What follows belongs to an exercise in optimizing a design on an open flow for small area, a short achievable clock period and few clock cycles; a production flow would make more cautious choices. Function was not checked in any run shown here: the RTL went through the layout flow alone.

**design/flow/flow/run.sh**
```bash
#!/bin/bash
# Standard layout, with the timing repair aiming for a setup margin and
# ordinary buffers (not delay cells) on the ports.
cp standard.sh standard_sh.txt
cp config.mk config_mk_my.txt
echo "export SETUP_SLACK_MARGIN = 17" >> config.mk
echo "export BUFFER_PORTS_ARGS = -buffer_cell sky130_fd_sc_hd__buf_4" >> config.mk
bash standard.sh > standard.log 2>&1
```
**design/flow/standard.sh**
```bash
#!/bin/bash
# synth_recipe.tcl (not shown) runs the flow's synth.tcl, then flattens the netlist and writes it again
# the make line also repeats each setting of config.mk as NAME=value (left out here)
make -C /OpenROAD-flow-scripts/flow DESIGN_CONFIG=/design/flow/config.mk WORK_HOME=/design/flow/orfs CLKGATE_MAP_FILE= SYNTH_SCRIPT=/design/flow/synth_recipe.tcl "${@:-finish}"
```
**design/flow/config.mk**
```make
export PLATFORM = sky130hd
export DESIGN_NAME = Riscv_core
export DESIGN_NICKNAME = Riscv_core
export VERILOG_FILES = /design/flow/design.v
export SDC_FILE = /design/flow/constraint.sdc
export NUM_CORES = 8
export LEC_CHECK = 0
export ABC_AREA = 1
export CAP_MARGIN = 30
export CORE_MARGIN = 2
export CORE_UTILIZATION = 45
export PLACE_DENSITY = 0.6
export SLEW_MARGIN = 20
export SETUP_SLACK_MARGIN = 17
export BUFFER_PORTS_ARGS = -buffer_cell sky130_fd_sc_hd__buf_4
```
**design/flow/constraint.sdc**
```tcl
create_clock -name core_clock -period 24.0 [get_ports {clk}]
set_input_delay 4.8000 -clock core_clock [delete_from_list [all_inputs] [get_ports {clk}]]
set_output_delay 4.8000 -clock core_clock [all_outputs]
set_load 0.01 [all_outputs]
```
**design/flow/design.v**
```verilog
`timescale 1ns/1ns
module Riscv_core
    (
        input                   clk,
        input                   rst_n,
        output  [13:0]          rom_addr,    
        input   [31:0]          inst,
        output  [31:0]          dmem_addr,   
        input   [31:0]          dmem_rdata,  
        output  [31:0]          dmem_wdata,  
        output  [3:0]           dmem_wmask   
    );
    integer     k;
    reg  [31:2] pc_f;
    reg         d_valid;
    reg  [31:0] d_ir;
    reg  [31:2] d_pc;
    reg  [31:2] e_pc, e_tgt;
    reg         e_pred;      
    reg         e_next;      
    reg         e_skip;      
    reg  [31:0] e_a, e_b, e_imm;
    reg  [4:0]  e_rd;
    reg  [2:0]  e_f3;
    reg         e_alt;       
    reg         e_use_b;     
    reg         e_wen, e_aluop, e_load, e_store, e_branch, e_jal, e_jalr;
    reg         e_lui, e_auipc, e_mul, e_div;
    reg  [31:0] m_val, m_wdata;
    reg  [4:0]  m_rd;
    reg  [2:0]  m_f3;
    reg         m_wen, m_load, m_store, m_neg;
    reg  [31:0] rf [1:31];
    wire [31:0] op2   = e_use_b ? e_b : e_imm;
    wire        sub   = e_branch | (e_aluop & ((e_use_b & e_alt & (e_f3 == 3'b000)) |
                                               (e_f3 == 3'b010) | (e_f3 == 3'b011)));
    wire [32:0] sum   = {1'b0, e_a} + {1'b0, op2 ^ {32{sub}}} + {32'd0, sub};
    wire        ltu   = ~sum[32];
    wire        lts   = (e_a[31] != op2[31]) ? e_a[31] : sum[31];
    wire        eq    = (e_a == e_b);
    wire        sh_left = ~e_f3[2];
    wire        sh_fill = e_alt & e_f3[2] & e_a[31];
    reg  [31:0] sh_v, sh_out;
    always @(*) begin
        for (k = 0; k < 32; k = k + 1) sh_v[k] = sh_left ? e_a[31-k] : e_a[k];
        if (op2[4]) sh_v = {{16{sh_fill}}, sh_v[31:16]};
        if (op2[3]) sh_v = {{8{sh_fill}},  sh_v[31:8]};
        if (op2[2]) sh_v = {{4{sh_fill}},  sh_v[31:4]};
        if (op2[1]) sh_v = {{2{sh_fill}},  sh_v[31:2]};
        if (op2[0]) sh_v = {sh_fill,       sh_v[31:1]};
        for (k = 0; k < 32; k = k + 1) sh_out[k] = sh_left ? sh_v[31-k] : sh_v[k];
    end
    reg  [31:0] alu_out;
    always @(*) begin
        case (e_f3)
            3'b000: alu_out = sum[31:0];
            3'b001: alu_out = sh_out;
            3'b010: alu_out = {31'd0, lts};
            3'b011: alu_out = {31'd0, ltu};
            3'b100: alu_out = e_a ^ op2;
            3'b101: alu_out = sh_out;
            3'b110: alu_out = e_a | op2;
            default: alu_out = e_a & op2;
        endcase
    end
    wire [31:2] pc4    = e_pc + 30'd1;
    wire        br_c   = e_f3[2] ? (e_f3[1] ? ltu : lts) : eq;
    wire        taken  = e_branch & (br_c ^ e_f3[0]);
    wire        d_fp;
    wire        kill   = taken & e_skip & ~d_fp;
    wire        redirect = e_jalr | (e_branch & ~e_next & ~kill & (taken ^ e_pred));
    wire [31:2] redirect_pc = e_jalr ? sum[31:2] : e_pred ? pc4 : e_tgt;
    reg  [31:0] e_res;
    always @(*) begin
        if (e_jal | e_jalr)  e_res = {pc4, 2'b00};
        else if (e_lui)      e_res = e_imm;
        else if (e_auipc)    e_res = {e_tgt, 2'b00};
        else if (e_aluop)    e_res = alu_out;
        else                 e_res = sum[31:0];       
    end
    reg  [4:0]  md_cnt;
    wire        m_sa = (e_f3[1:0] == 2'b01) | (e_f3[1:0] == 2'b10);    
    wire        m_sb = (e_f3[1:0] == 2'b01);                            
    reg  [33:0] mh;            
    reg  [23:0] ml;            
    reg         mprev;         
    wire        m_last3 = (md_cnt[1:0] == 2'd3);
    wire        m_top  = m_last3 & ~m_sb & e_b[7];
    wire [41:0] m_as   = {{10{m_sa & e_a[31]}}, e_a};
    wire [8:0]  m_bits = {e_b[7:0], mprev};
    reg  [41:0] m_row [0:3];
    reg  [41:0] m_x;
    reg         m_one, m_two, m_ng;
    reg  [41:0] m_sel;
    always @(*) begin
        m_x = m_top ? {m_as[33:0], 8'd0} : 42'd0;
        for (k = 0; k < 4; k = k + 1) begin
            m_one = m_bits[2*k+1] ^ m_bits[2*k];
            m_two = (m_bits[2*k+2] & ~m_bits[2*k+1] & ~m_bits[2*k]) |
                    (~m_bits[2*k+2] & m_bits[2*k+1] & m_bits[2*k]);
            m_ng  = m_bits[2*k+2];
            m_sel = ({42{m_one}} & m_as) | ({42{m_two}} & {m_as[40:0], 1'b0});
            m_row[k] = (m_sel ^ {42{m_ng}}) << (2 * k);
            m_x[2*k] = m_ng;
        end
    end
    wire [41:0] m_hin  = {{8{mh[33]}}, mh};
    wire [41:0] m_s1 = m_hin ^ m_row[0] ^ m_row[1];
    wire [41:0] m_c1 = {(m_hin[40:0] & m_row[0][40:0]) | (m_hin[40:0] & m_row[1][40:0]) |
                        (m_row[0][40:0] & m_row[1][40:0]), 1'b0};
    wire [41:0] m_s2 = m_row[2] ^ m_row[3] ^ m_x;
    wire [41:0] m_c2 = {(m_row[2][40:0] & m_row[3][40:0]) | (m_row[2][40:0] & m_x[40:0]) |
                        (m_row[3][40:0] & m_x[40:0]), 1'b0};
    wire [41:0] m_s3 = m_s1 ^ m_c1 ^ m_s2;
    wire [41:0] m_c3 = {(m_s1[40:0] & m_c1[40:0]) | (m_s1[40:0] & m_s2[40:0]) |
                        (m_c1[40:0] & m_s2[40:0]), 1'b0};
    wire [41:0] m_s4 = m_s3 ^ m_c3 ^ m_c2;
    wire [41:0] m_c4 = {(m_s3[40:0] & m_c3[40:0]) | (m_s3[40:0] & m_c2[40:0]) |
                        (m_c3[40:0] & m_c2[40:0]), 1'b0};
    wire [41:0] m_sum  = m_s4 + m_c4;
    wire        m_rest = (e_b[31:7] == 25'd0) | (m_sb & (e_b[31:7] == {25{1'b1}}));
    wire        mul_end = m_last3 | m_rest;
    wire [63:0] m_ext = {{22{m_sum[41]}}, m_sum};
    reg  [63:0] m_p;
    always @(*) begin
        case (md_cnt[1:0])
            2'd0:    m_p = m_ext;
            2'd1:    m_p = {m_ext[55:0], ml[23:16]};
            2'd2:    m_p = {m_ext[47:0], ml[23:8]};
            default: m_p = {m_ext[39:0], ml};
        endcase
    end
    wire [31:0] mul_out = (e_f3[1:0] == 2'b00) ? m_p[31:0] : m_p[63:32];
    wire        d_signed = ~e_f3[0];
    wire        d_na  = d_signed & e_a[31];
    wire        d_nb  = d_signed & e_b[31];
    wire        d_bz  = (e_b == 32'd0);
    wire [31:0] d_ca  = d_na ? ~e_a : e_a;
    wire [31:0] d_cb  = d_nb ? ~e_b : e_b;
    wire [5:0]  d_lza, d_lzb;
    Lzc32 u_lza (.v(d_ca), .lz(d_lza));
    Lzc32 u_lzb (.v(d_cb), .lz(d_lzb));
    wire [6:0]  d_nq  = {1'b0, d_lzb} - {1'b0, d_lza} + (d_na ? 7'd2 : 7'd1);
    wire [4:0]  d_n   = (d_bz | (~d_nq[6] & (d_nq[5:0] > 6'd32))) ? 5'd8 :
                        d_nq[6] ? 5'd0 : (d_nq[5:0] + 6'd3) >> 2;
    reg  [31:0] d_r, d_q;
    reg  [4:0]  d_left;
    wire [31:0] d_ua  = d_na ? -e_a : e_a;
    wire [63:0] d_rot = {d_ua, d_ua} >> {d_n[2:0], 2'b00};
    reg  [31:0] d_r0, d_q0;
    always @(*) begin
        for (k = 0; k < 32; k = k + 1) begin
            d_r0[k] = (k < 32 - 4 * d_n) ? d_rot[k] : 1'b0;
            d_q0[k] = (k < 32 - 4 * d_n) ? 1'b0 : d_rot[k];
        end
    end
    wire [32:0] d_nd = d_nb ? {1'b1, e_b} : {1'b1, ~e_b};
    reg  [31:0] d_r1, d_q1;
    reg  [32:0] d_t, d_diff;
    always @(*) begin
        d_r1 = d_r;
        d_q1 = d_q;
        for (k = 0; k < 4; k = k + 1) begin
            d_t    = {d_r1, d_q1[31]};
            d_diff = d_t + d_nd + {32'd0, ~d_nb};
            d_q1   = {d_q1[30:0], ~d_diff[32]};
            d_r1   = d_diff[32] ? d_t[31:0] : d_diff[31:0];
        end
    end
    wire        d_last  = (d_left == 5'd0);
    wire [31:0] div_out = e_f3[1] ? (d_last ? d_r : d_r1) : (d_last ? d_q : d_q1);
    wire        div_neg = e_f3[1] ? d_na : ((d_na ^ d_nb) & ~d_bz);
    wire        d_c0 = (md_cnt == 5'd0);
    wire        e_done = ~(e_mul | e_div) | (e_mul & mul_end) |
                         (e_div & ~d_c0 & (d_left <= 5'd1));
    always @(posedge clk or negedge rst_n) begin
        if (!rst_n)
            md_cnt <= 5'd0;
        else if (e_done)
            md_cnt <= 5'd0;
        else
            md_cnt <= md_cnt + 5'd1;
    end
    wire        m_go = e_mul & ~e_done;
    always @(posedge clk) begin
        mh    <= m_go ? m_sum[41:8] : 34'd0;
        ml    <= {m_sum[7:0], ml[23:8]};
        mprev <= m_go & e_b[7];
        if (d_c0) begin
            d_r    <= d_r0;
            d_q    <= d_q0;
            d_left <= d_n;
        end else begin
            d_r    <= d_r1;
            d_q    <= d_q1;
            d_left <= d_left - 5'd1;
        end
    end
    assign dmem_addr  = m_val;
    assign dmem_wdata = m_wdata;
    reg  [3:0]  wmask;
    always @(*) begin
        case (m_f3[1:0])
            2'b00:   wmask = 4'b0001 << m_val[1:0];
            2'b01:   wmask = m_val[1] ? 4'b1100 : 4'b0011;
            default: wmask = 4'b1111;
        endcase
    end
    assign dmem_wmask = m_store ? wmask : 4'b0000;
    reg  [7:0]  ld_b;
    reg  [15:0] ld_h;
    reg  [31:0] ld_data;
    always @(*) begin
        case (m_val[1:0])
            2'b00: ld_b = dmem_rdata[7:0];
            2'b01: ld_b = dmem_rdata[15:8];
            2'b10: ld_b = dmem_rdata[23:16];
            default: ld_b = dmem_rdata[31:24];
        endcase
        ld_h = m_val[1] ? dmem_rdata[31:16] : dmem_rdata[15:0];
        case (m_f3[1:0])
            2'b00:   ld_data = {{24{~m_f3[2] & ld_b[7]}}, ld_b};
            2'b01:   ld_data = {{16{~m_f3[2] & ld_h[15]}}, ld_h};
            default: ld_data = dmem_rdata;
        endcase
    end
    wire [31:0] wb = m_load ? ld_data : m_neg ? -m_val : m_val;
    always @(posedge clk) begin
        if (m_wen)
            rf[m_rd] <= wb;
    end
    always @(posedge clk or negedge rst_n) begin
        if (!rst_n) begin
            m_wen   <= 1'b0;
            m_load  <= 1'b0;
            m_store <= 1'b0;
        end else begin
            m_wen   <= e_done & e_wen;
            m_load  <= e_done & e_load;
            m_store <= e_done & e_store;
        end
    end
    always @(posedge clk) begin
        m_val   <= e_mul ? mul_out : e_div ? div_out : e_res;
        m_neg   <= e_div & div_neg;
        m_rd    <= e_rd;
        m_f3    <= e_f3;
        case (e_f3[1:0])
            2'b00:   m_wdata <= {4{e_b[7:0]}};
            2'b01:   m_wdata <= {2{e_b[15:0]}};
            default: m_wdata <= e_b;
        endcase
    end
    wire [6:0]  op   = d_ir[6:0];
    wire [4:0]  rs1  = d_ir[19:15];
    wire [4:0]  rs2  = d_ir[24:20];
    wire [4:0]  rd   = d_ir[11:7];
    wire        d_r_type  = (op == 7'b0110011);
    wire        d_i_alu   = (op == 7'b0010011);
    wire        d_ld      = (op == 7'b0000011);
    wire        d_st      = (op == 7'b0100011);
    wire        d_br      = (op == 7'b1100011);
    wire        d_jal     = (op == 7'b1101111);
    wire        d_jalr    = (op == 7'b1100111);
    wire        d_lui     = (op == 7'b0110111);
    wire        d_auipc   = (op == 7'b0010111);
    wire        d_m       = d_r_type & d_ir[25];
    reg  [31:0] d_imm;
    always @(*) begin
        if (d_st)
            d_imm = {{20{d_ir[31]}}, d_ir[31:25], d_ir[11:7]};
        else if (d_br)
            d_imm = {{20{d_ir[31]}}, d_ir[7], d_ir[30:25], d_ir[11:8], 1'b0};
        else if (d_jal)
            d_imm = {{12{d_ir[31]}}, d_ir[19:12], d_ir[20], d_ir[30:21], 1'b0};
        else if (d_lui | d_auipc)
            d_imm = {d_ir[31:12], 12'd0};
        else
            d_imm = {{20{d_ir[31]}}, d_ir[31:20]};
    end
    wire        use1 = ~(d_lui | d_auipc | d_jal);
    wire        use2 = d_r_type | d_st | d_br;
    wire        e_late = e_load | e_mul | e_div;
    wire        hazard = d_valid & ~kill & e_wen & e_late &
                         ((use1 & (rs1 == e_rd)) | (use2 & (rs2 == e_rd)));
    reg  [31:0] rf1, rf2;
    always @(*) begin
        rf1 = 32'd0;
        rf2 = 32'd0;
        for (k = 1; k < 32; k = k + 1) begin
            rf1 = rf1 | ({32{rs1 == k}} & rf[k]);
            rf2 = rf2 | ({32{rs2 == k}} & rf[k]);
        end
    end
    wire        fe1 = e_wen & (e_rd == rs1);
    wire        fe2 = e_wen & (e_rd == rs2);
    wire        fm1 = m_wen & (m_rd == rs1);
    wire        fm2 = m_wen & (m_rd == rs2);
    wire [31:0] rv1 = (rs1 == 5'd0) ? 32'd0 : fe1 ? e_res : fm1 ? wb : rf1;
    wire [31:0] rv2 = (rs2 == 5'd0) ? 32'd0 : fe2 ? e_res : fm2 ? wb : rf2;
    wire        go   = e_done & ~redirect & ~hazard;    
    wire        take = go & d_valid & ~kill;
    wire [31:2] d_tgt  = d_pc + d_imm[31:2];
    wire        d_next = (d_imm == 32'd4);
    wire        d_pred = d_br & d_imm[31];
    assign      d_fp   = d_valid & (d_jal | d_pred);
    assign rom_addr = pc_f[15:2];
    wire        f_jal  = (inst[6:0] == 7'b1101111);
    wire        f_bb   = (inst[6:0] == 7'b1100011) & inst[31];
    wire [31:2] f_imm  = f_jal ? {{12{inst[31]}}, inst[19:12], inst[20], inst[30:22]} :
                                 {{20{inst[31]}}, inst[7], inst[30:25], inst[11:9]};
    wire [31:2] f_tgt  = pc_f + f_imm;
    always @(posedge clk or negedge rst_n) begin
        if (!rst_n) begin
            pc_f     <= 30'd0;
            d_valid  <= 1'b0;
            e_wen    <= 1'b0;
            e_aluop  <= 1'b0;
            e_load   <= 1'b0;
            e_store  <= 1'b0;
            e_branch <= 1'b0;
            e_jal    <= 1'b0;
            e_jalr   <= 1'b0;
            e_lui    <= 1'b0;
            e_auipc  <= 1'b0;
            e_mul    <= 1'b0;
            e_div    <= 1'b0;
        end else if (e_done) begin
            if (redirect) begin
                pc_f    <= redirect_pc;
                d_valid <= 1'b0;
            end else if (~hazard) begin
                pc_f    <= (f_jal | f_bb) ? f_tgt : pc_f + 30'd1;
                d_valid <= 1'b1;
            end
            e_wen    <= take & (rd != 5'd0) &
                        (d_r_type | d_i_alu | d_ld | d_jal | d_jalr | d_lui | d_auipc);
            e_aluop  <= take & ((d_r_type & ~d_ir[25]) | d_i_alu);
            e_load   <= take & d_ld;
            e_store  <= take & d_st;
            e_branch <= take & d_br;
            e_jal    <= take & d_jal;
            e_jalr   <= take & d_jalr;
            e_lui    <= take & d_lui;
            e_auipc  <= take & d_auipc;
            e_mul    <= take & d_m & ~d_ir[14];
            e_div    <= take & d_m & d_ir[14];
        end
    end
    always @(posedge clk) begin
        if (go) begin
            d_ir <= inst;
            d_pc <= pc_f;
        end
        e_pc    <= d_pc;
        e_tgt   <= d_tgt;
        e_pred  <= d_pred;
        e_next  <= d_next;
        e_skip  <= (d_imm == 32'd8);
        e_imm   <= d_imm;
        e_alt   <= d_ir[30];
        e_use_b <= d_r_type | d_br;
        if (e_done) begin
            e_a     <= rv1;
            e_b     <= rv2;
            e_rd    <= rd;
            e_f3    <= d_ir[14:12];
        end else if (e_mul) begin
            e_b     <= {{8{m_sb & e_b[31]}}, e_b[31:8]};
        end
    end
endmodule
module Lzc32
    (
        input  [31:0] v,
        output [5:0]  lz
    );
    wire        z16 = ~|v[31:16];
    wire [15:0] v16 = z16 ? v[15:0] : v[31:16];
    wire        z8  = ~|v16[15:8];
    wire [7:0]  v8  = z8 ? v16[7:0] : v16[15:8];
    wire        z4  = ~|v8[7:4];
    wire [3:0]  v4  = z4 ? v8[3:0] : v8[7:4];
    wire        z2  = ~|v4[3:2];
    wire [1:0]  v2  = z2 ? v4[1:0] : v4[3:2];
    wire        z1  = ~v2[1];
    assign lz = (z16 & z8 & z4 & z2 & ~v2[1] & ~v2[0]) ? 6'd32 : {1'b0, z16, z8, z4, z2, z1};
endmodule
```
==> results of run 1 <==
-- layout make-up --
cell class                      instances  area, µm²  area share
Timing Repair inverter                  9      96.34   0.0008182
Clock inverter                        100       1389     0.01179
Antenna cell                           38      95.09   0.0008075
Multi-Input combinational cell       8218      53640      0.4555
Sequential cell                      1474      41050      0.3486
Inverter                             1453       5632     0.04783
Clock buffer                          206       4393     0.03731
Tap cell                             2838       3551     0.03016
Timing Repair Buffer                  909       7915     0.06722
-- state kept, by name, summed over array words and instances (netlist names), 32 cells and up --
signal	flops
e_imm	32
m_wdata	32
rf	992
m_val	32
mh	34
d_r	32
d_q	32
e_a	32
e_b	32
d_ir	32
-- cells by family (layout without fill, tap and decap cells) --
logic type / Yosys count / count (layout) / share of synthesized area
multiplexers: 30 / 30 / 0.003101
adder cells (fa/ha/maj): 509 / 509 / 0.07739
AO/OA/AOI/OAI: 2961 / 2962 / 0.1873
other: 0 / 38 / 0
AND/OR/NAND/NOR: 4174 / 4196 / 0.1787
flip-flops: 1474 / 1474 / 0.4237
XOR/XNOR: 521 / 521 / 0.04774
buffers and inverters: 2026 / 2677 / 0.08216
-- critical path: cells and delay by family (launching register included) --
family                   cells  cell delay (ns)
AO/OA/AOI/OAI               13             1.97
XOR/XNOR                     1             0.19
AND/OR/NAND/NOR             20             2.31
buffers and inverters       30             3.69
flip-flops                   1             0.49
adder cells (fa/ha/maj)      3             0.82
-- cell usage after synthesis (21+ instances only) --
cell       instances
inv_1           1398
nand4_1          142
xnor2_1          124
clkbuf_1         430
a22o_1            23
o221ai_1          66
a211oi_1          69
buf_1             46
mux2i_1           30
dfxtp_1          298
nand3_1          441
dfrtp_1           50
fa_1             150
inv_2             21
nand2_2           27
o21bai_1          25
nor2_1           784
a21o_1            24
nand2_1         2553
nor4_1            67
o22ai_1          393
buf_2             42
o21a_1            28
o2111ai_1         82
clkinv_1          33
or2_2             26
o211ai_1         128
a31oi_1           36
o21ai_1          114
a221oi_1         218
a22oi_1           28
nor3_1            68
ha_1             359
a21oi_1          588
buf_4             32
o21ai_0          990
a2111oi_0         51
xor2_1           389
edfxtp_1        1126
-- routing by layer --
layer | track usage | wire length, µm | up-vias
li1 | - | - | 41710
met1 | 0.5947 | 193700 | 49020
met2 | 0.6973 | 227100 | 8757
met3 | 0.1824 | 79060 | 2464
met4 | 0.3911 | 55920 | 66
met5 | 0.008125 | 711 | -
-- through the flow --
stage	hold WS, ns	utilization	std cells	setup slack [ns]
after floorplan	0.3427	-	11700	15.39
after global placement	0.3567	0.4802	14470	11.00
after detailed placement	0.3596	0.4808	14480	10.82
after CTS	0.3618	0.5386	15090	14.59
after global routing	0.3670	0.5494	15210	14.11
final	0.3661	0.5498	15250	14.38
-- timing repair --
| item | CTS | global route |
|---|---|---|
| buffers inserted | 269 | 97 |
| hold buffers | 0 | 0 |
| endpoints found under the setup margin | 266 | 245 |
| pin swaps | 227 | 171 |
| gates cloned | 38 | 6 |
| resized for setup | 873 | 270 |
-- worst min path at each step --
| stage | start | to | slack (ns) |
|---|---|---|---|
| 4_1_cts | ml[13] | ml[5] | 0.36 |
| 5_1_grt | ml[12] | ml[4] | 0.37 |
| 3_3_place_gp | ml[15] | ml[7] | 0.36 |
| 3_5_place_dp | ml[11] | ml[3] | 0.36 |
| 2_1_floorplan | e_f3[2] | m_f3[2] | 0.34 |
| 6_report | d_ir[30] | e_alt | 0.37 |
==> results by group, run 1 <==
Run
  – Max cap viols: 0

Final layout
  – Nets: between 10000 and 15000
  – Most common cell after layout, fill and taps aside: nand2_1
  – Fin area: approximately 120000 µm²
  – Area growth syn-to-layout: 21.59%
  – Most frequent cells in the layout: nand2_1, inv_1, edfxtp_1
  – FILL cells: between 15000 and 20000
  – Layout cells sized above 1: 0.1770

STA
  – Worst-margin pin slew: 1.408 ns
  – Setup TNS: 0 ns
  – Max Slew Vio Count: 0
  – RSZ-0062 raised after global routing: true
  – Period utilization: 0.4008
  – Max Fclk: 104.0 MHz
  – Minimum clock period: 9.618 ns
  – Final Hold Vio Count: 0
  – Max-slew headroom: 0.06155
  – Endpoints failing setup: 0
  – Clk_skew: ~0.13 ns

Logic synthesis
  – Post-synth cell types: between 80 and 90
  – Synth area leaders: edfxtp_1, nand2_1, dfxtp_1
  – Post-synth top area share: 0.3491
  – Yosys top cell by area: edfxtp_1
  – Syn. warnings: 2
  – Synthesized Nets: approximately 12000
  – Sequential share of the synthesized area: 0.4237
  – Synth Area per Inst: 8.281 µm²
  – Mapped Cells: approximately 12000
  – Async set-reset flop share out of synthesis: 0.03392
  – FF+latch count, synth: around 1500
  – Main synth FF type: edfxtp_1
  – Post-Synthesis Cell Area: just under 100000 µm²
  – EDFF count, synth: 1126

Worst setup path
  – Top cell by count, worst path: buf_4
  – Worst R2R End: m_val[10]
  – Worst Path Max Fanout: 13
  – Critical Path End Type: flop
  – Critical Path Slowest Stage Cell: edfxtp_1
  – Worst setup SP type: flop
  – Setup crit start: e_f3[0]
  – CP peak stage delay: 0.49 ns
  – R2R depth: 67
  – Capture point of the worst path: m_val[10]
  – Required time worst endpoint: around 25 ns
  – R2r setup slk: ~14 ns
  – Worst R2R Start: e_f3[0]
  – CP Data Arrival Time: 10.38 ns
  – Worst Setup Path Type: flop to flop

Status
  – Outcome: timing/DRC/antenna clean

Floorplanning
  – Chip width: between 400 and 500 µm
  – Initial Util: 0.4521
  – Total core area: 214200 µm²
  – Die H: 467.9 µm
  – Row count: 170
  – Number of top-level pins: about 150
  – Die Area: 218900 µm²

Worst hold path
  – Hold WC Path Type: flop to flop
  – Hold Path Depth: 0

Drt
  – Wirelength, routed: about 560 mm
  – Iteration-0 DRC Markers: ~18000
  – Routed WL per cell: 36.50 µm
  – Drt pass-1 iters: 9
  – Routed Antenna Nets: 0
  – Vias per inst: 6.692
  – Vias: 102000
  – Post-route DRC: 0

Clock tree
  – CTS Buffer Depth: 3
  – Clock Latency Late Sink: 0.92 ns
  – Total CTS buffers: approximately 170
  – CTS tree: built
  – Clk sinks: ~1500
  – # H-tree levels: 4
  – Clk slew on worst S/H paths: ~0.07 ns
  – Clock tree root buffer cell: clkbuf_16

Global routing
  – Pin count of the biggest net entering global routing: 99
  – Total Routing Usage GR: 0.4907
  – Total grt overflow: 0
  – Initial antenna violation count: roughly 60
  – Vias in the first global route: between 90000 and 100k
  – First-pass GRT wire length: 749.7 mm

Placed design
  – DP Wirelength: 380.3 mm
  – DP Area: roughly 100000 µm²
  – Routability Congestion: ~1.1
  – Port bufs: 147
==> run 2: changes to the inputs <==
--- a/design/flow/design.v
+++ b/design/flow/design.v
@@ -15,7 +15,7 @@
     reg         d_valid;
     reg  [31:0] d_ir;
     reg  [31:2] d_pc;
-    reg  [31:2] e_pc, e_tgt;
+    reg  [31:2] e_pc;
     reg         e_pred;      
     reg         e_next;      
     reg         e_skip;      
@@ -64,6 +64,7 @@
         endcase
     end
     wire [31:2] pc4    = e_pc + 30'd1;
+    wire [31:2] e_tgt  = e_pc + e_imm[31:2];
     wire        br_c   = e_f3[2] ? (e_f3[1] ? ltu : lts) : eq;
     wire        taken  = e_branch & (br_c ^ e_f3[0]);
     wire        d_fp;
@@ -85,9 +86,12 @@
     reg  [23:0] ml;            
     reg         mprev;         
     wire        m_last3 = (md_cnt[1:0] == 2'd3);
+    wire        m_rest = (e_b[31:7] == 25'd0) | (m_sb & (e_b[31:7] == {25{1'b1}}));
     wire        m_top  = m_last3 & ~m_sb & e_b[7];
-    wire [41:0] m_as   = {{10{m_sa & e_a[31]}}, e_a};
-    wire [8:0]  m_bits = {e_b[7:0], mprev};
+    wire        m_afit = (e_a[31:7] == 25'd0) | (m_sa & (e_a[31:7] == {25{1'b1}}));
+    wire        m_swap = (md_cnt[1:0] == 2'd0) & m_afit & ~m_rest;
+    wire [41:0] m_as   = m_swap ? {{10{m_sb & e_b[31]}}, e_b} : {{10{m_sa & e_a[31]}}, e_a};
+    wire [8:0]  m_bits = m_swap ? {e_a[7:0], 1'b0} : {e_b[7:0], mprev};
     reg  [41:0] m_row [0:3];
     reg  [41:0] m_x;
     reg         m_one, m_two, m_ng;
@@ -118,8 +122,7 @@
     wire [41:0] m_c4 = {(m_s3[40:0] & m_c3[40:0]) | (m_s3[40:0] & m_c2[40:0]) |
                         (m_c3[40:0] & m_c2[40:0]), 1'b0};
     wire [41:0] m_sum  = m_s4 + m_c4;
-    wire        m_rest = (e_b[31:7] == 25'd0) | (m_sb & (e_b[31:7] == {25{1'b1}}));
-    wire        mul_end = m_last3 | m_rest;
+    wire        mul_end = m_last3 | m_rest | m_swap;
     wire [63:0] m_ext = {{22{m_sum[41]}}, m_sum};
     reg  [63:0] m_p;
     always @(*) begin
@@ -141,17 +144,17 @@
     Lzc32 u_lza (.v(d_ca), .lz(d_lza));
     Lzc32 u_lzb (.v(d_cb), .lz(d_lzb));
     wire [6:0]  d_nq  = {1'b0, d_lzb} - {1'b0, d_lza} + (d_na ? 7'd2 : 7'd1);
-    wire [4:0]  d_n   = (d_bz | (~d_nq[6] & (d_nq[5:0] > 6'd32))) ? 5'd8 :
-                        d_nq[6] ? 5'd0 : (d_nq[5:0] + 6'd3) >> 2;
+    wire [4:0]  d_n   = (d_bz | (~d_nq[6] & (d_nq[5:0] > 6'd32))) ? 5'd16 :
+                        d_nq[6] ? 5'd0 : (d_nq[5:0] + 6'd1) >> 1;
     reg  [31:0] d_r, d_q;
     reg  [4:0]  d_left;
     wire [31:0] d_ua  = d_na ? -e_a : e_a;
-    wire [63:0] d_rot = {d_ua, d_ua} >> {d_n[2:0], 2'b00};
+    wire [63:0] d_rot = {d_ua, d_ua} >> {d_n[3:0], 1'b0};
     reg  [31:0] d_r0, d_q0;
     always @(*) begin
         for (k = 0; k < 32; k = k + 1) begin
-            d_r0[k] = (k < 32 - 4 * d_n) ? d_rot[k] : 1'b0;
-            d_q0[k] = (k < 32 - 4 * d_n) ? 1'b0 : d_rot[k];
+            d_r0[k] = (k < 32 - 2 * d_n) ? d_rot[k] : 1'b0;
+            d_q0[k] = (k < 32 - 2 * d_n) ? 1'b0 : d_rot[k];
         end
     end
     wire [32:0] d_nd = d_nb ? {1'b1, e_b} : {1'b1, ~e_b};
@@ -160,7 +163,7 @@
     always @(*) begin
         d_r1 = d_r;
         d_q1 = d_q;
-        for (k = 0; k < 4; k = k + 1) begin
+        for (k = 0; k < 2; k = k + 1) begin
             d_t    = {d_r1, d_q1[31]};
             d_diff = d_t + d_nd + {32'd0, ~d_nb};
             d_q1   = {d_q1[30:0], ~d_diff[32]};
@@ -300,7 +303,6 @@
     wire [31:0] rv2 = (rs2 == 5'd0) ? 32'd0 : fe2 ? e_res : fm2 ? wb : rf2;
     wire        go   = e_done & ~redirect & ~hazard;    
     wire        take = go & d_valid & ~kill;
-    wire [31:2] d_tgt  = d_pc + d_imm[31:2];
     wire        d_next = (d_imm == 32'd4);
     wire        d_pred = d_br & d_imm[31];
     assign      d_fp   = d_valid & (d_jal | d_pred);
@@ -353,7 +355,6 @@
             d_pc <= pc_f;
         end
         e_pc    <= d_pc;
-        e_tgt   <= d_tgt;
         e_pred  <= d_pred;
         e_next  <= d_next;
         e_skip  <= (d_imm == 32'd8);
--- a/design/flow/config.mk
+++ b/design/flow/config.mk
@@ -8,8 +8,10 @@
 export ABC_AREA = 1
 export CAP_MARGIN = 30
 export CORE_MARGIN = 2
-export CORE_UTILIZATION = 45
-export PLACE_DENSITY = 0.6
+export CORE_UTILIZATION = 40
+export CTS_BUF_LIST = sky130_fd_sc_hd__clkbuf_8
+export CTS_CLUSTER_SIZE = 24
+export PLACE_DENSITY = 0.55
 export SLEW_MARGIN = 20
 export SETUP_SLACK_MARGIN = 17
 export BUFFER_PORTS_ARGS = -buffer_cell sky130_fd_sc_hd__buf_4
==> run 2 against run 1 <==
  * Critical path depth decreased by 28
  * Non-clock buffer count increased by 8
  * Register-to-register slack improved by 2.1 ns
  * Via count decreased by 7.6%
  * Area after synthesis decreased by 3.9%
  * Design area decreased by 3.3%
  * Die area increased by 8.0%
  * Worst hold slack got worse by 0.034 ns
  * Critical endpoint is now m_val[26]
==> results by group, run 2 <==
Status
  – Outcome: timing/DRC/antenna clean (unchanged)

Worst setup path
  – CP Data Arrival Time: 8.52 ns (was 10.38 ns)
  – Required time worst endpoint: 24.97 ns (was 24.76 ns)
  – Critical Path End Type: flop (unchanged)
  – Setup crit start: e_a[9] (was e_f3[0])
  – CP peak stage delay: 0.58 ns (was 0.49 ns)
  – Worst R2R Start: e_a[9] (was e_f3[0])
  – Top cell by count, worst path: nand2_4 (was buf_4)
  – Worst Setup Path Type: flop to flop (unchanged)
  – Worst setup SP type: flop (unchanged)
  – Worst Path Max Fanout: 16 (was 13)
  – Critical Path Slowest Stage Cell: fa_1 (was edfxtp_1)

Logic synthesis
  – Post-Synthesis Cell Area: 93060 µm² (was 96840 µm²)
  – Most common cell in the netlist: nand2_1 (unchanged)
  – EDFF count, synth: 1126 (unchanged)
  – Yosys top cell by area: edfxtp_1 (unchanged)
  – Synth Area per Inst: 8.316 µm² (was 8.281 µm²)
  – FF+latch count, synth: 1444 (was 1474)
  – Async set-reset flop share out of synthesis: 0.03463 (was 0.03392)
  – Syn. warnings: 2 (unchanged)
  – Synth area leaders: edfxtp_1, nand2_1, dfxtp_1 (unchanged)
  – Synthesized Nets: 11700 (was 12270)
  – Sequential share of the synthesized area: 0.4344 (was 0.4237)
  – Mapped Cells: 11190 (was 11700)
  – Post-synth top area share: 0.3633 (was 0.3491)
  – Post-synth cell types: 75 (was 82)
  – Main synth FF type: edfxtp_1 (unchanged)
  – Most frequent cells after synthesis: nand2_1, inv_1, edfxtp_1, o21ai_0, nor2_1 (unchanged)

Floorplanning
  – Total core area: 231900 µm² (was 214200 µm²)
  – Die H: 486.3 µm (was 467.9 µm)
  – Chip width: 486.3 µm (was 467.9 µm)
  – Initial Util: 0.4013 (was 0.4521)
  – Row count: 177 (was 170)
  – Number of top-level pins: 148 (unchanged)
  – Die Area: 236500 µm² (was 218900 µm²)

STA
  – Max Slew Vio Count: 0 (unchanged)
  – Max-slew headroom: 0.1527 (was 0.06155)
  – Endpoints failing setup: 0 (unchanged)
  – RSZ-0062 raised after global routing: true (unchanged)
  – Worst-margin pin slew: 1.271 ns (was 1.408 ns)
  – Minimum clock period: 7.552 ns (was 9.618 ns)
  – Final Hold Vio Count: 0 (unchanged)
  – Setup TNS: 0 ns (unchanged)
  – Clk_skew: 0.1109 ns (was 0.1283 ns)
  – Max Fclk: 132.4 MHz (was 104.0 MHz)
  – Period utilization: 0.3147 (was 0.4008)

Drt
  – Routed Antenna Nets: 0 (unchanged)
  – Iteration-0 DRC Markers: 14620 (was 17660)
  – Wirelength, routed: 499.7 mm (was 556.5 mm)
  – Routed WL per cell: 33.15 µm (was 36.50 µm)
  – Post-route DRC: 0 (unchanged)
  – Vias per inst: 6.253 (was 6.692)
  – Vias: 94270 (was 102000)
  – Drt pass-1 iters: 7 (was 9)

Worst hold path
  – Hold WC Path Type: flop to flop (unchanged)
  – Hold Path Origin: d_pc[17] (was d_ir[30])

Run
  – Max cap viols: 0 (unchanged)

Final layout
  – Reg with most FFs: rf (unchanged)
  – Layout cells sized above 1: 0.1903 (was 0.1770)
  – Fin area: 113800 µm² (was 117800 µm²)
  – Max reg flops: 992 (unchanged)
  – Area growth syn-to-layout: 22.31% (was 21.59%)
  – Most frequent cells in the layout: nand2_1, inv_1, edfxtp_1 (unchanged)
  – Nets: 12350 (was 12810)
  – Most common cell after layout, fill and taps aside: nand2_1 (unchanged)
  – Biggest regs: rf: 992 flops, mh: 34 flops (unchanged)

Clock tree
  – Clock tree root buffer cell: clkbuf_8 (was clkbuf_16)
  – Clock Latency Late Sink: 1.07 ns (was 0.92 ns)
  – CTS Buffer Depth: 4 (was 3)
  – # H-tree levels: 5 (was 4)
  – CTS tree: built (unchanged)
  – Clk sinks: 1444 (was 1474)
  – Total CTS buffers: 276 (was 165)
  – Clk slew on worst S/H paths: 0.06 ns (was 0.07 ns)

Global routing
  – Pin count of the biggest net entering global routing: 100 (was 99)
  – Initial antenna violation count: 22 (was 61)
  – Total Routing Usage GR: 0.4040 (was 0.4907)
  – First-pass GRT wire length: 677.1 mm (was 749.7 mm)
  – Vias in the first global route: 87560 (was 93690)
  – Total grt overflow: 0 (unchanged)

Placed design
  – Port bufs: 147 (unchanged)
  – DP Area: 99050 µm² (was 103000 µm²)
  – Routability Congestion: 1.036 (was 1.068)
  – DP Wirelength: 350.8 mm (was 380.3 mm)
==> run 2: changes by cell type in the layout (fill, tap and decap cells not counted), moves of 41 or more <==
cell and change:
clkbuf_16 -157, inv_1 -43, xor2_1 -41, o22ai_1 -125
buf_4 -62, nor2_1 -108, clkbuf_8 +285
==> run 2: kinds of logic (layout without fill, tap and decap cells) <==
kind of cell / Yosys count / after routing / share of synthesized area
and+or+nand+nor: 4084 / 4092 / 0.1813
AOI/OAI and AO/OA: 2794 / 2794 / 0.1834
buffers and inverters: 1904 / 2727 / 0.07921
DFF: 1444 / 1444 / 0.4344
xor gates and xnor gates: 483 / 483 / 0.04602
adders and majority gates: 445 / 445 / 0.07177
muxes: 36 / 36 / 0.003872
other: 0 / 11 / 0
==> run 2: worst max-delay path, delay by kind of cell, from the launching register on <==
| family | cells | cell delay (ns) |
|---|---|---|
| xor+xnor | 2 | 0.33 |
| simple gates | 11 | 1.55 |
| fa+ha+maj | 4 | 1.88 |
| flops | 1 | 0.38 |
| compound gates | 11 | 1.62 |
| buf+inv | 11 | 1.69 |
==> run 2: through the flow <==
step / hold slack (ns) / cells / worst slack (ns) / util
after floorplan: 0.3233 / 11190 / 16.14 / -
after global placement: 0.3276 / 14140 / 13.56 / 0.4264
after CTS: 0.3285 / 14850 / 16.46 / 0.4692
final: 0.3324 / 15080 / 16.45 / 0.4909
after detailed placement: 0.3286 / 14160 / 13.56 / 0.4272
after global routing: 0.3478 / 15070 / 16.23 / 0.4908
==> run 2: area by class of cell <==
cell class | count | area, µm²
Timing Repair inverter | 5 | 43.79
Antenna cell | 11 | 27.53
Fill cell | 22280 | 118100
Sequential cell | 1444 | 40450
Inverter | 1343 | 5334
Multi-Input combinational cell | 7850 | 50710
Tap cell | 3043 | 3807
Clock inverter | 165 | 838.3
Timing Repair Buffer | 917 | 8522
Clock buffer | 297 | 4088
==> run 2: final timing paths <==
path | endpoint | slack (ns) | cells past startpoint
setup / recovery | m_val[26] | 16.45 | 39
hold / removal | e_pc[17] | 0.33 | 0
setup reg to reg | m_val[26] | 16.45 | 39
hold reg to reg | e_pc[17] | 0.33 | 0
max in group asynchronous | pc_f[11] | 19.31 | 2
min in group asynchronous | md_cnt[0] | 3.68 | 1
==> run 2: what timing repair did <==
item	4_1_cts	5_1_grt
hold endpoints to repair	0	0
cloned	23	15
buffers inserted	203	181
pin swaps	144	284
setup endpoints to repair	270	264
hold buffers	0	0
gates resized for setup	630	807
==> run 2: per-layer routing <==
metal	GRT usage	wire, µm	vias up
li1	-	-	40090
met1	0.5208	189600	45850
met2	0.5981	210300	6833
met3	0.1129	60970	1489
met4	0.2512	38750	14
met5	0	96	-
==> run 3: changes to the inputs <==
--- a/design/flow/design.v
+++ b/design/flow/design.v
@@ -86,12 +86,9 @@
     reg  [23:0] ml;            
     reg         mprev;         
     wire        m_last3 = (md_cnt[1:0] == 2'd3);
-    wire        m_rest = (e_b[31:7] == 25'd0) | (m_sb & (e_b[31:7] == {25{1'b1}}));
     wire        m_top  = m_last3 & ~m_sb & e_b[7];
-    wire        m_afit = (e_a[31:7] == 25'd0) | (m_sa & (e_a[31:7] == {25{1'b1}}));
-    wire        m_swap = (md_cnt[1:0] == 2'd0) & m_afit & ~m_rest;
-    wire [41:0] m_as   = m_swap ? {{10{m_sb & e_b[31]}}, e_b} : {{10{m_sa & e_a[31]}}, e_a};
-    wire [8:0]  m_bits = m_swap ? {e_a[7:0], 1'b0} : {e_b[7:0], mprev};
+    wire [41:0] m_as   = {{10{m_sa & e_a[31]}}, e_a};
+    wire [8:0]  m_bits = {e_b[7:0], mprev};
     reg  [41:0] m_row [0:3];
     reg  [41:0] m_x;
     reg         m_one, m_two, m_ng;
@@ -122,7 +119,8 @@
     wire [41:0] m_c4 = {(m_s3[40:0] & m_c3[40:0]) | (m_s3[40:0] & m_c2[40:0]) |
                         (m_c3[40:0] & m_c2[40:0]), 1'b0};
     wire [41:0] m_sum  = m_s4 + m_c4;
-    wire        mul_end = m_last3 | m_rest | m_swap;
+    wire        m_rest = (e_b[31:7] == 25'd0) | (m_sb & (e_b[31:7] == {25{1'b1}}));
+    wire        mul_end = m_last3 | m_rest;
     wire [63:0] m_ext = {{22{m_sum[41]}}, m_sum};
     reg  [63:0] m_p;
     always @(*) begin
@@ -227,7 +225,8 @@
             default: ld_data = dmem_rdata;
         endcase
     end
-    wire [31:0] wb = m_load ? ld_data : m_neg ? -m_val : m_val;
+    wire [31:0] m_res = m_neg ? -m_val : m_val;
+    wire [31:0] wb = m_load ? ld_data : m_res;
     always @(posedge clk) begin
         if (m_wen)
             rf[m_rd] <= wb;
@@ -284,8 +283,9 @@
     wire        use1 = ~(d_lui | d_auipc | d_jal);
     wire        use2 = d_r_type | d_st | d_br;
     wire        e_late = e_load | e_mul | e_div;
-    wire        hazard = d_valid & ~kill & e_wen & e_late &
-                         ((use1 & (rs1 == e_rd)) | (use2 & (rs2 == e_rd)));
+    wire        hazard = d_valid & ~kill &
+                         ((e_wen & e_late & ((use1 & (rs1 == e_rd)) | (use2 & (rs2 == e_rd)))) |
+                          (m_wen & m_load & ((use1 & (rs1 == m_rd)) | (use2 & (rs2 == m_rd)))));
     reg  [31:0] rf1, rf2;
     always @(*) begin
         rf1 = 32'd0;
@@ -299,8 +299,8 @@
     wire        fe2 = e_wen & (e_rd == rs2);
     wire        fm1 = m_wen & (m_rd == rs1);
     wire        fm2 = m_wen & (m_rd == rs2);
-    wire [31:0] rv1 = (rs1 == 5'd0) ? 32'd0 : fe1 ? e_res : fm1 ? wb : rf1;
-    wire [31:0] rv2 = (rs2 == 5'd0) ? 32'd0 : fe2 ? e_res : fm2 ? wb : rf2;
+    wire [31:0] rv1 = (rs1 == 5'd0) ? 32'd0 : fe1 ? e_res : fm1 ? m_res : rf1;
+    wire [31:0] rv2 = (rs2 == 5'd0) ? 32'd0 : fe2 ? e_res : fm2 ? m_res : rf2;
     wire        go   = e_done & ~redirect & ~hazard;    
     wire        take = go & d_valid & ~kill;
     wire        d_next = (d_imm == 32'd4);
==> run 3 against run 2 <==
  * Still clean on timing, DRC and antenna
  * Worst hold slack better by 0.0079 ns
  * Area after synthesis down 0.20%
  * Global-route usage up 1.4 points
  * Sequential cell count unchanged
  * Design area down 4.4%
  * First-iteration DRC count up 1.5%
  * Critical path type is now input pin to flop
==> results by group, run 3 <==
Status
  – Outcome: timing/DRC/antenna clean (unchanged)

Drt
  – Wirelength, routed: 514.0 mm (was 499.7 mm)
  – Routed WL per cell: 34.55 µm (was 33.15 µm)
  – Routed Antenna Nets: 0 (unchanged)
  – Drt pass-1 iters: 11 (was 7)
  – Post-route DRC: 0 (unchanged)
  – Vias per inst: 6.349 (was 6.253)
  – Vias: 94460 (was 94270)
  – Iteration-0 DRC Markers: 14840 (was 14620)

Worst setup path
  – Critical Path End Type: flop (unchanged)
  – Required time worst endpoint: 25.01 ns (was 24.97 ns)
  – Worst Path Max Fanout: 6 (was 16)
  – CP Data Arrival Time: 8.10 ns (was 8.52 ns)
  – Worst Setup Path Type: input pin to flop (was flop to flop)
  – Worst setup SP type: input pin (was flop)

Clock tree
  – CTS tree: built (unchanged)
  – Clk slew on worst S/H paths: 0.06 ns (about the same)
  – CTS Buffer Depth: 4 (unchanged)
  – Total CTS buffers: 278 (was 276)
  – Clock tree root buffer cell: clkbuf_8 (unchanged)
  – # H-tree levels: 5 (unchanged)
  – Clk sinks: 1444 (unchanged)
  – Post-CTS Hold Buffers: 0 (unchanged)
  – Clock Latency Late Sink: 1.09 ns (was 1.07 ns)

Logic synthesis
  – Synth area leaders: edfxtp_1, nand2_1, dfxtp_1 (unchanged)
  – EDFF count, synth: 1126 (unchanged)
  – Syn. warnings: 2 (unchanged)
  – Post-synth cell types: 83 (was 75)
  – Most frequent cells after synthesis: nand2_1, inv_1, edfxtp_1, o21ai_0, nor2_1 (unchanged)
  – Main synth FF type: edfxtp_1 (unchanged)
  – FF+latch count, synth: 1444 (unchanged)
  – Most common cell in the netlist: nand2_1 (unchanged)
  – Yosys top cell by area: edfxtp_1 (unchanged)
  – Post-synth top area share: 0.3641 (was 0.3633)
  – Post-Synthesis Cell Area: 92870 µm² (was 93060 µm²)
  – Sequential share of the synthesized area: 0.4353 (was 0.4344)
  – Synthesized Nets: 11660 (was 11700)
  – Mapped Cells: 11150 (was 11190)
  – Synth Area per Inst: 8.329 µm² (was 8.316 µm²)
  – Async set-reset flop share out of synthesis: 0.03463 (unchanged)

Final layout
  – Area growth syn-to-layout: 17.15% (was 22.31%)
  – Most frequent cells in the layout: nand2_1, inv_1, edfxtp_1 (unchanged)
  – Nets: 12140 (was 12350)
  – Final Core Density: 0.4723 (was 0.4909)
  – Max reg flops: 992 (unchanged)
  – Fin area: 108800 µm² (was 113800 µm²)
  – Most common cell after layout, fill and taps aside: nand2_1 (unchanged)
  – FILL cells: 22450 (was 22280)
  – Reg with most FFs: rf (unchanged)
  – Biggest regs: rf: 992 flops, mh: 34 flops (unchanged)
  – Layout cells sized above 1: 0.1430 (was 0.1903)

STA
  – RSZ-0062 raised after global routing: true (unchanged)
  – Endpoints failing setup: 0 (unchanged)
  – Worst-margin pin slew: 1.286 ns (was 1.271 ns)
  – Minimum clock period: 7.088 ns (was 7.552 ns)
  – Setup TNS: 0 ns (unchanged)
  – Max Slew Vio Count: 0 (unchanged)
  – Max-slew headroom: 0.1427 (was 0.1527)
  – Period utilization: 0.2953 (was 0.3147)
  – Final Hold Vio Count: 0 (unchanged)
  – Clk_skew: 0.1220 ns (was 0.1109 ns)
  – Setup WS post-layout: 16.91 ns (was 16.45 ns)
  – Max Fclk: 141.1 MHz (was 132.4 MHz)

Worst hold path
  – Hold WC Path Type: flop to flop (unchanged)

Global routing
  – Initial antenna violation count: 41 (was 22)
  – Total Routing Usage GR: 0.4177 (was 0.4040)
  – Vias in the first global route: 88390 (was 87560)
  – Total grt overflow: 0 (unchanged)
  – First-pass GRT wire length: 693.7 mm (was 677.1 mm)
  – Pin count of the biggest net entering global routing: 86 (was 100)

Placed design
  – Port bufs: 147 (unchanged)
  – DP Area: 99290 µm² (was 99050 µm²)
  – Routability Congestion: 1.064 (was 1.036)
  – DP Wirelength: 362.1 mm (was 350.8 mm)
  – Pre-CTS WS: 14.08 ns (was 13.56 ns)

Floorplanning
  – Number of top-level pins: 148 (unchanged)
  – Chip width: 485.9 µm (was 486.3 µm)
  – Die Area: 236100 µm² (was 236500 µm²)
  – Die H: 485.9 µm (was 486.3 µm)
  – Row count: 176 (was 177)
  – Initial Util: 0.4032 (was 0.4013)
  – Total core area: 230300 µm² (was 231900 µm²)

Run
  – Max cap viols: 0 (unchanged)
==> run 3: stage by stage <==
stage | instances | hold slack (ns)
after floorplan | 11150 | 0.3233
after global placement | 14120 | 0.3263
after detailed placement | 14150 | 0.3269
after CTS | 14720 | 0.3417
after global routing | 14850 | 0.3468
final | 14880 | 0.3403
==> run 3: worst max-delay path: stages <==
cell and delay (ns):
buf_8 0.08, nand2_4 0.05, nor4_4 0.36, inv_2 0.14
o22ai_2 0.13, inv_2 0.07, ha_4 0.17, inv_2 0.05
fa_2 0.18, nand3b_1 0.10, nand2_1 0.07, nand2_1 0.06
nand2_1 0.07, a21oi_2 0.17, o21ai_2 0.10, a21boi_4 0.19
o21ai_2 0.10, buf_4 0.15, buf_6 0.11, buf_6 0.10
buf_6 0.10, buf_6 0.10, buf_6 0.10, buf_6 0.10
xnor2_2 0.12, o21ai_1 0.18, nand2_1 0.07, nand2_1 0.07
==> run 3: path summary, 6_finish.rpt <==
kind	start	to	slack [ns]	depth (start not counted)
max	inst[0]	pc_f[14]	16.91	28
min	d_pc[19]	e_pc[19]	0.34	0
max reg2reg	e_f3[0]	d_r[2]	17.16	38
min reg2reg	d_pc[19]	e_pc[19]	0.34	0
max in group asynchronous	rst_n	m_store	19.66	2
min in group asynchronous	rst_n	pc_f[9]	3.62	1
==> run 3: logic make-up after synthesis <==
| family | after synthesis | share of synthesized area |
|---|---|---|
| AO/OA/AOI/OAI | 2650 | 0.1774 |
| XOR/XNOR | 461 | 0.04388 |
| adder cells (fa/ha/maj) | 445 | 0.07192 |
| buffers and inverters | 1895 | 0.07877 |
| flip-flops | 1444 | 0.4353 |
| multiplexers | 38 | 0.004109 |
| AND/OR/NAND/NOR | 4218 | 0.1886 |
==> run 3: layout make-up <==
cell class / instances / area, µm² / area share
tap: 3026 / 3786 / 0.03480
timing repair buffer: 743 / 6439 / 0.05918
antenna: 28 / 70.07 / 0.0006440
multi-input combinational: 7823 / 47730 / 0.4387
timing repair inverter: 6 / 46.29 / 0.0004255
sequential: 1444 / 40450 / 0.3717
inverter: 1333 / 5141 / 0.04725
clock buffer: 302 / 4156 / 0.03820
clock inverter: 171 / 984.7 / 0.009051
==> run 3: per-layer routing <==
layer	up-vias	wire, µm	GRT usage
met5	-	316	0
met3	2000	62710	0.1297
met4	28	52760	0.3466
li1	39720	-	-
met2	7103	214900	0.6138
met1	45610	183300	0.5004
==> run 3: timing repair <==
item,in CTS,in global routing
cloned,13,15
pin swaps,43,124
buffers inserted,88,103
gates resized for setup,245,334
setup endpoints to repair,218,210

-- separate check: timing with driven ports --
No port has a modelled driver above. Below, the same layouts with a new extraction and two added sets of constraints.
Step 1 (the two cells are an assumption about what drives the block):
set clk [get_ports {clk}]
set_driving_cell -lib_cell sky130_fd_sc_hd__clkbuf_16 $clk
set_driving_cell -lib_cell sky130_fd_sc_hd__buf_2 [delete_from_list [all_inputs] $clk]
Step 2 also shifts input and output timing later by t, the mid clock arrival at the registers, as if the neighbouring blocks saw the same clock.
Three values: no drivers, after step 1, after step 2; two values: the first two.
run	t, ns	setup slack, ns	worst setup path at the end	worst data-port slew with drivers (ns)	pins driven straight from the clock port
run 1	0.958	14.382 / 14.382 / 14.382	register to register	0.07	1
run 2	1.115	16.448 / 16.448 / 15.555	input to register	0.11	1
run 3	1.121	16.912 / 16.895 / 15.820	input to register	0.07	1
After both steps setup and hold are still met in every run listed. The setup slack of run 3, which loses most, moves by -0.017 ns with the drivers and by -1.092 ns with both steps.
